Background: an optimization exercise with open tools, aiming at small area. Do not read the settings as production practice.
Only simulation tests tie the RTL to the original design; equivalence was not proved.
Power and IR drop assume default switching activity.

== lane 1 ==
## SubRenderer
module SubRenderer(clk, rst, hcount, vcount, blank, startscreen, collision,
                   yPos, fish1X, fish1Y, fish2X, fish2Y, octo1X, octo1Y,
                   rock1X, rock1Y, shark1X, shark1Y,
                   bub1Y, bub2Y, bub3Y, bub4Y, bub5Y, waveX,
                   R, G, B);
	input clk;
	input rst;	 
	input [10:0] hcount, vcount;	 
	input blank;	 
	input startscreen, collision;	 
	input signed [11:0] yPos,
		fish1X, fish1Y,
		fish2X, fish2Y,
		octo1X, octo1Y,
		rock1X, rock1Y,
		shark1X, shark1Y,
		bub1Y, bub2Y, bub3Y, bub4Y, bub5Y,
		waveX;
	output reg [2:0] R, G;
	output reg [1:0] B;
	function [12:0] add13(input [12:0] a, input [12:0] b);
		integer i;
		reg c;
		begin
			c = 1'b0;
			for (i = 0; i < 13; i = i + 1) begin
				add13[i] = a[i] ^ b[i] ^ c;
				c = (a[i] & b[i]) | (a[i] & c) | (b[i] & c);
			end
		end
	endfunction
	function le6(input [5:0] a, input [5:0] b);
		integer i;
		reg r;
		begin
			r = 1'b1;
			for (i = 0; i < 6; i = i + 1)
				r = (a[i] == b[i]) ? r : b[i];
			le6 = r;
		end
	endfunction
	function ge(input [12:0] x, input integer k);
		integer i;
		reg [12:0] kk;
		reg r, xb, kb;
		begin
			kk = k;
			r = 1'b1;
			for (i = 0; i < 13; i = i + 1) begin
				xb = (i == 12) ? ~x[i] : x[i];
				kb = (i == 12) ? ~kk[i] : kk[i];
				r = kb ? (xb & r) : (xb | r);
			end
			ge = r;
		end
	endfunction
	function le(input [12:0] x, input integer k);
		integer i;
		reg [12:0] kk;
		reg r, xb, kb;
		begin
			kk = k;
			r = 1'b1;
			for (i = 0; i < 13; i = i + 1) begin
				xb = (i == 12) ? ~x[i] : x[i];
				kb = (i == 12) ? ~kk[i] : kk[i];
				r = kb ? (~xb | r) : (~xb & r);
			end
			le = r;
		end
	endfunction
	function win(input [12:0] x, input integer lo, input integer hi);
		win = ge(x, lo) & le(x, hi);
	endfunction
	function [5:0] moon_t(input [6:0] i);
		case (i)
		7'd0: moon_t = 6'd31;
		7'd1: moon_t = 6'd31;
		7'd2: moon_t = 6'd32;
		7'd3: moon_t = 6'd32;
		7'd4: moon_t = 6'd32;
		7'd5: moon_t = 6'd33;
		7'd6: moon_t = 6'd33;
		7'd7: moon_t = 6'd33;
  ...
Size in the first run: roughly 1100 cells after synthesis, roughly 240 I/O pins.
Settings: LEC_CHECK=0, ABC_AREA=1, CAP_MARGIN=20, CORE_MARGIN=2, CORE_UTILIZATION=40, SLEW_MARGIN=20; clock period 25.0 ns.
standard.sh (not shown) runs the stock make flow with config.mk's settings and CLKGATE_MAP_FILE= SYNTH_SCRIPT=/design/flow/synth_recipe.tcl, a recipe that flattens the netlist after the stock synthesis.
==> flow/flow/run.sh <==
#!/bin/bash
# The standard layout (standard.sh) with two changes:
#  - synthesis maps the logic with flow/abc_deep.script (ABC's deepsyn, then area
#    mapping) in place of ORFS's abc_area.script; everything else in the synthesis
#    is synth_recipe.tcl unchanged;
#  - placement buffers every input and output port with buf_1, the smallest buffer.
# Each tool's output goes to the ORFS logs under orfs/logs; standard.sh's own output
# goes to standard.log.
set -euo pipefail
HERE=$(pwd)
export MY_ABC_SCRIPT="$HERE/flow/abc_deep.script"
export BUFFER_PORTS_ARGS="-buffer_cell sky130_fd_sc_hd__buf_1"
{
  cat <<'EOT'
proc abc {args} {
  set i [lsearch -exact $args -script]
  if {$i >= 0} {
    set args [lreplace $args [expr {$i + 1}] [expr {$i + 1}] $::env(MY_ABC_SCRIPT)]
  }
  yosys abc {*}$args
}
EOT
  cat synth_recipe.tcl
} > own_synth.tcl
sed "s#SYNTH_SCRIPT=[^ ]*#SYNTH_SCRIPT=$HERE/own_synth.tcl#" standard.sh > own_standard.sh
grep -q "SYNTH_SCRIPT=$HERE/own_synth.tcl" own_standard.sh
bash own_standard.sh > standard.log 2>&1
==> flow/flow/abc_deep.script <==
strash; &get -n; &deepsyn -T 60; &put; strash; dch -f; amap; topo
The inputs of lane 2 differ from those of lane 1 as listed below.
==> flow/flow/run.sh <==
#!/bin/bash
# The standard layout (standard.sh), with the smallest buffer, buf_1, as the buffer
# that placement puts on every input and output port.
set -euo pipefail
export BUFFER_PORTS_ARGS="-buffer_cell sky130_fd_sc_hd__buf_1"
bash standard.sh > standard.log 2>&1
removed: flow/flow/abc_deep.script
--- outcome ---
Via count is lower on lane 1. Fmax in lane 2 vs lane 1: up 13%. Lane 2 against lane 1; total number of tap cells is up by more than 10%. Synthesis-to-layout area growth in lane 2 vs lane 1: down 4.1 points. Sequential cell power delta (lane 1 -> lane 2): insignificant. Looking only at clock power share, and setting everything else aside, the lower value of lane 1 and lane 2 goes to lane 2.
#### Input delta (lane 3 over lane 2)
==> flow/run.sh (new file) <==
#!/bin/bash
# synth_recipe.tcl (not shown) runs the flow's synth.tcl, then flattens the netlist and writes it again
# the make line also repeats each setting of config.mk as NAME=value (left out here)
make -C /OpenROAD-flow-scripts/flow DESIGN_CONFIG=/design/flow/config.mk WORK_HOME=/design/flow/orfs CLKGATE_MAP_FILE= SYNTH_SCRIPT=/design/flow/synth_recipe.tcl finish
removed: flow/flow/run.sh
removed: flow/standard.sh
Notes after the runs:
- Lane 2 → lane 3: final-stage net count now sits at about the same level, post-detailed-routing wire length now sits higher, share of cell area taken by multi-input logic gates now sits lower.
- Per the comparison of lane 3 with lane 2, synthesized cell count did not really move; total power of the final layout went up; logic depth of the worst path, buffers included went down; slew of the pin with the lowest slew margin went down; total non-filler cell area in the finished layout went up.

* * *

== v6 ==
Another version of the RTL of SubRenderer (not shown whole).
For scale: ~900 cells after synthesis, about 8 flip-flops, about 0.0073 mm^2 of cells after synthesis.
Settings: LEC_CHECK=0, ABC_AREA=1, CAP_MARGIN=20, CORE_MARGIN=2, CORE_UTILIZATION=40, CTS_BUF_LIST=sky130_fd_sc_hd__clkbuf_4, SLEW_MARGIN=20, SYNTH_HIERARCHICAL=1, SYNTH_MINIMUM_KEEP_SIZE=0; clock period 25.0 ns.
==> flow/flow/run.sh <==
#!/bin/bash
# The standard layout (standard.sh) with two changes:
#  - synthesis maps the logic with flow/abc_deep.script (rounds of ABC deepsyn and area
#    mapping) in place of ORFS's abc_area.script; everything else in the synthesis
#    is synth_recipe.tcl unchanged;
#  - placement buffers every input and output port with buf_1, the smallest buffer.
# Each tool's output goes to the ORFS logs under orfs/logs; standard.sh's own output
# goes to standard.log.
set -euo pipefail
HERE=$(pwd)
export MY_ABC_SCRIPT="$HERE/flow/abc_deep.script"
export BUFFER_PORTS_ARGS="-buffer_cell sky130_fd_sc_hd__buf_1"
{
  cat <<'EOT'
proc abc {args} {
  set i [lsearch -exact $args -script]
  if {$i >= 0} {
    set args [lreplace $args [expr {$i + 1}] [expr {$i + 1}] $::env(MY_ABC_SCRIPT)]
  }
  yosys abc {*}$args
}
EOT
  cat synth_recipe.tcl
} > own_synth.tcl
sed "s#SYNTH_SCRIPT=[^ ]*#SYNTH_SCRIPT=$HERE/own_synth.tcl#" standard.sh > own_standard.sh
grep -q "SYNTH_SCRIPT=$HERE/own_synth.tcl" own_standard.sh
bash own_standard.sh > standard.log 2>&1
==> flow/flow/abc_deep.script <==
strash; &get -n; &deepsyn -T 40; &put; strash; dch -f; amap; &get -n; &deepsyn -T 40; &put; strash; dch -f; amap; &get -n; &deepsyn -T 40; &dch -f; &nf -R 1000 -p -F 8 -A 4; &put; topo
v6 ended with every stage complete and zero timing, DRC or antenna violations.
Setup changes, v6 to v7
Settings: CTS_BUF_LIST changed from sky130_fd_sc_hd__clkbuf_4 to sky130_fd_sc_hd__clkbuf_2; SLEW_MARGIN changed from 20 to 0; CAP_MARGIN changed from 20 to 0.
==> flow/flow/abc_deep.script <==
strash; &get -n; &deepsyn -T 40; &put; strash; dch -f; amap; &get -n; &deepsyn -T 40; &put; strash; dch -f; amap; &get -n; &deepsyn -T 40; &put; strash; dch -f; amap; &get -n; &deepsyn -T 40; &put; strash; dch -f; amap; &get -n; &deepsyn -T 40; &put; strash; dch -f; amap; &get -n; &deepsyn -T 40; &dch -f; &nf -R 1000 -p -F 8 -A 4; &put; topo
Delta (v7 minus v6): final routed wirelength across all metal layers dropped about 1.9%, relative area change from synthesis to final layout barely changed.
On all-layer global routing usage, v6 and v7 are basically level.
Summary of the comparison: floorplan die area is lower in v7, relative to v6.
Side by side, number of global-route vias before repair turned out lower in v7 than in v6.
v7 ends up with a final cell count that is about 0.7% lower than in v6.
Looking at design area, v7 sits 1.1% lower than v6 does.

* * *

Setup of job 4167:
Another version of the RTL of SubRenderer (not shown whole).
Size: ~880 cells after synthesis, roughly 240 I/O pins.
clock: 25.0 ns
lec_check: 0
abc_area: 1
cap_margin: 20
core_margin: 2
core_utilization: 40
cts_buf_list: sky130_fd_sc_hd__clkbuf_2
slew_margin: 20
synth_hierarchical: 1
synth_minimum_keep_size: 0
==> flow/flow/run.sh <==
#!/bin/bash
# The standard layout (standard.sh) with two changes:
#  - synthesis maps the top module's logic with flow/abc_deep.script (rounds of ABC
#    deepsyn and area mapping) and the adder modules with flow/abc_small.script, in
#    place of ORFS's abc_area.script; everything else in the synthesis is
#    synth_recipe.tcl unchanged;
#  - placement buffers every input and output port with buf_1, the smallest buffer.
# Each tool's output goes to the ORFS logs under orfs/logs; standard.sh's own output
# goes to standard.log.
set -euo pipefail
HERE=$(pwd)
export MY_ABC_DEEP="$HERE/flow/abc_deep.script"
export MY_ABC_SMALL="$HERE/flow/abc_small.script"
export BUFFER_PORTS_ARGS="-buffer_cell sky130_fd_sc_hd__buf_1"
{
  cat <<'EOT'
proc abc {args} {
  set i [lsearch -exact $args -script]
  if {$i < 0} {
    yosys abc {*}$args
    return
  }
  set j [expr {$i + 1}]
  yosys abc {*}[lreplace $args $j $j $::env(MY_ABC_DEEP)] SubRenderer
  yosys abc {*}[lreplace $args $j $j $::env(MY_ABC_SMALL)] add*
}
EOT
  cat synth_recipe.tcl
} > own_synth.tcl
sed "s#SYNTH_SCRIPT=[^ ]*#SYNTH_SCRIPT=$HERE/own_synth.tcl#" standard.sh > own_standard.sh
grep -q "SYNTH_SCRIPT=$HERE/own_synth.tcl" own_standard.sh
bash own_standard.sh > standard.log 2>&1
==> flow/flow/abc_deep.script <==
strash; &get -n; &deepsyn -T 40; &put; strash; dch -f; amap; &get -n; &deepsyn -T 40; &put; strash; dch -f; amap; &get -n; &deepsyn -T 40; &put; strash; dch -f; amap; &get -n; &deepsyn -T 40; &put; strash; dch -f; amap; &get -n; &deepsyn -T 40; &put; strash; dch -f; amap; &get -n; &deepsyn -T 40; &put; strash; dch -f; amap; &get -n; &deepsyn -T 40; &put; strash; dch -f; amap; &get -n; &deepsyn -T 40; &dch -f; &nf -R 1000 -p -F 8 -A 4; &put; topo
==> flow/flow/abc_small.script <==
strash; dch -f; amap; topo
Job 4167 reached the final stage; the timing, DRC and antenna checks on its layout passed.
Input changes introduced in job 4571 (baseline for comparison: job 4167):
==> flow/flow/abc_deep.script <==
strash; &get -n; &deepsyn -T 40; &put; strash; dch -f; amap; &get -n; &deepsyn -T 40; &put; strash; dch -f; amap; &get -n; &deepsyn -T 40; &put; strash; dch -f; amap; &get -n; &deepsyn -T 40; &put; strash; dch -f; amap; &get -n; &deepsyn -T 40; &put; strash; dch -f; amap; &get -n; &deepsyn -T 40; &put; strash; dch -f; amap; &get -n; &deepsyn -T 40; &put; strash; dch -f; amap; &get -n; &deepsyn -T 40; &put; strash; dch -f; amap; &get -n; &deepsyn -T 40; &put; strash; dch -f; amap; &get -n; &deepsyn -T 40; &put; strash; dch -f; amap; &get -n; &deepsyn -T 40; &put; strash; dch -f; amap; &get -n; &deepsyn -T 40; &put; strash; dch -f; amap; &get -n; &deepsyn -T 40; &put; strash; dch -f; amap; &get -n; &deepsyn -T 40; &put; strash; dch -f; amap; &get -n; &deepsyn -T 40; &put; strash; dch -f; amap; &get -n; &deepsyn -T 40; &dch -f; &nf -R 1000 -p -F 8 -A 4; &put; topo
- Taking job 4167 as the reference, in job 4571 biggest fanout along the worst timing path down 1, via count down 166, number of buffers other than clock buffers in the final layout up 2, placed wire-length estimate down about 3.3%.
- Reported for job 4167 and job 4571, sequential cell count turned out identical to the last digit.
- Compared with job 4167, job 4571 shows a lower fraction of power consumed by combinational cells.

-- separate check: timing with driven ports --
The results above use ideal ports. As a check the final layouts listed here were re-extracted and re-timed, cells and wires unchanged. Step 1 (the two cells are an assumption about what drives the block):
set clk [get_ports {clk}]
set_driving_cell -lib_cell sky130_fd_sc_hd__clkbuf_16 $clk
set_driving_cell -lib_cell sky130_fd_sc_hd__buf_2 [delete_from_list [all_inputs] $clk]
Step 2, shift: input delay + t, output delay - t, t = (earliest + latest rising clock arrival at the registers) / 2. This alone moves slack from input paths to output paths. Three values: no drivers, after step 1, after step 2; two values: the first two.
| run | shift t [ns] | setup WS [ns] | clock arrival spread, ns | slew at the worst register clock pin (ns) | pins driven straight from the clock port |
|---|---|---|---|---|---|
| lane 1 | 0.269 | 9.615 / 9.626 / 9.358 | 0.002 / 0.001 | 0.04 / 0.04 | 1 |
| lane 2 | 0.265 | 11.382 / 11.388 / 11.124 | 0.003 / 0.003 | 0.04 / 0.04 | 1 |
| lane 3 | 0.263 | 10.962 / 10.969 / 10.706 | 0.003 / 0.002 | 0.04 / 0.04 | 1 |
| v6 | 0.274 | 12.148 / 12.118 / 11.845 | 0.004 / 0.005 | 0.06 / 0.06 | 1 |
| v7 | 0.261 | 11.985 / 11.975 / 11.714 | 0.005 / 0.005 | 0.08 / 0.08 | 1 |
| job 4167 | 0.256 | 11.923 / 11.891 / 11.635 | 0.003 / 0.003 | 0.08 / 0.08 | 1 |
| job 4571 | 0.270 | 12.092 / 12.080 / 11.810 | 0.004 / 0.004 | 0.08 / 0.08 | 1 |
After both steps every run listed still meets setup and hold. For v6, which loses most, drivers alone change the setup slack by -0.030 ns; drivers and shift together by -0.303 ns.
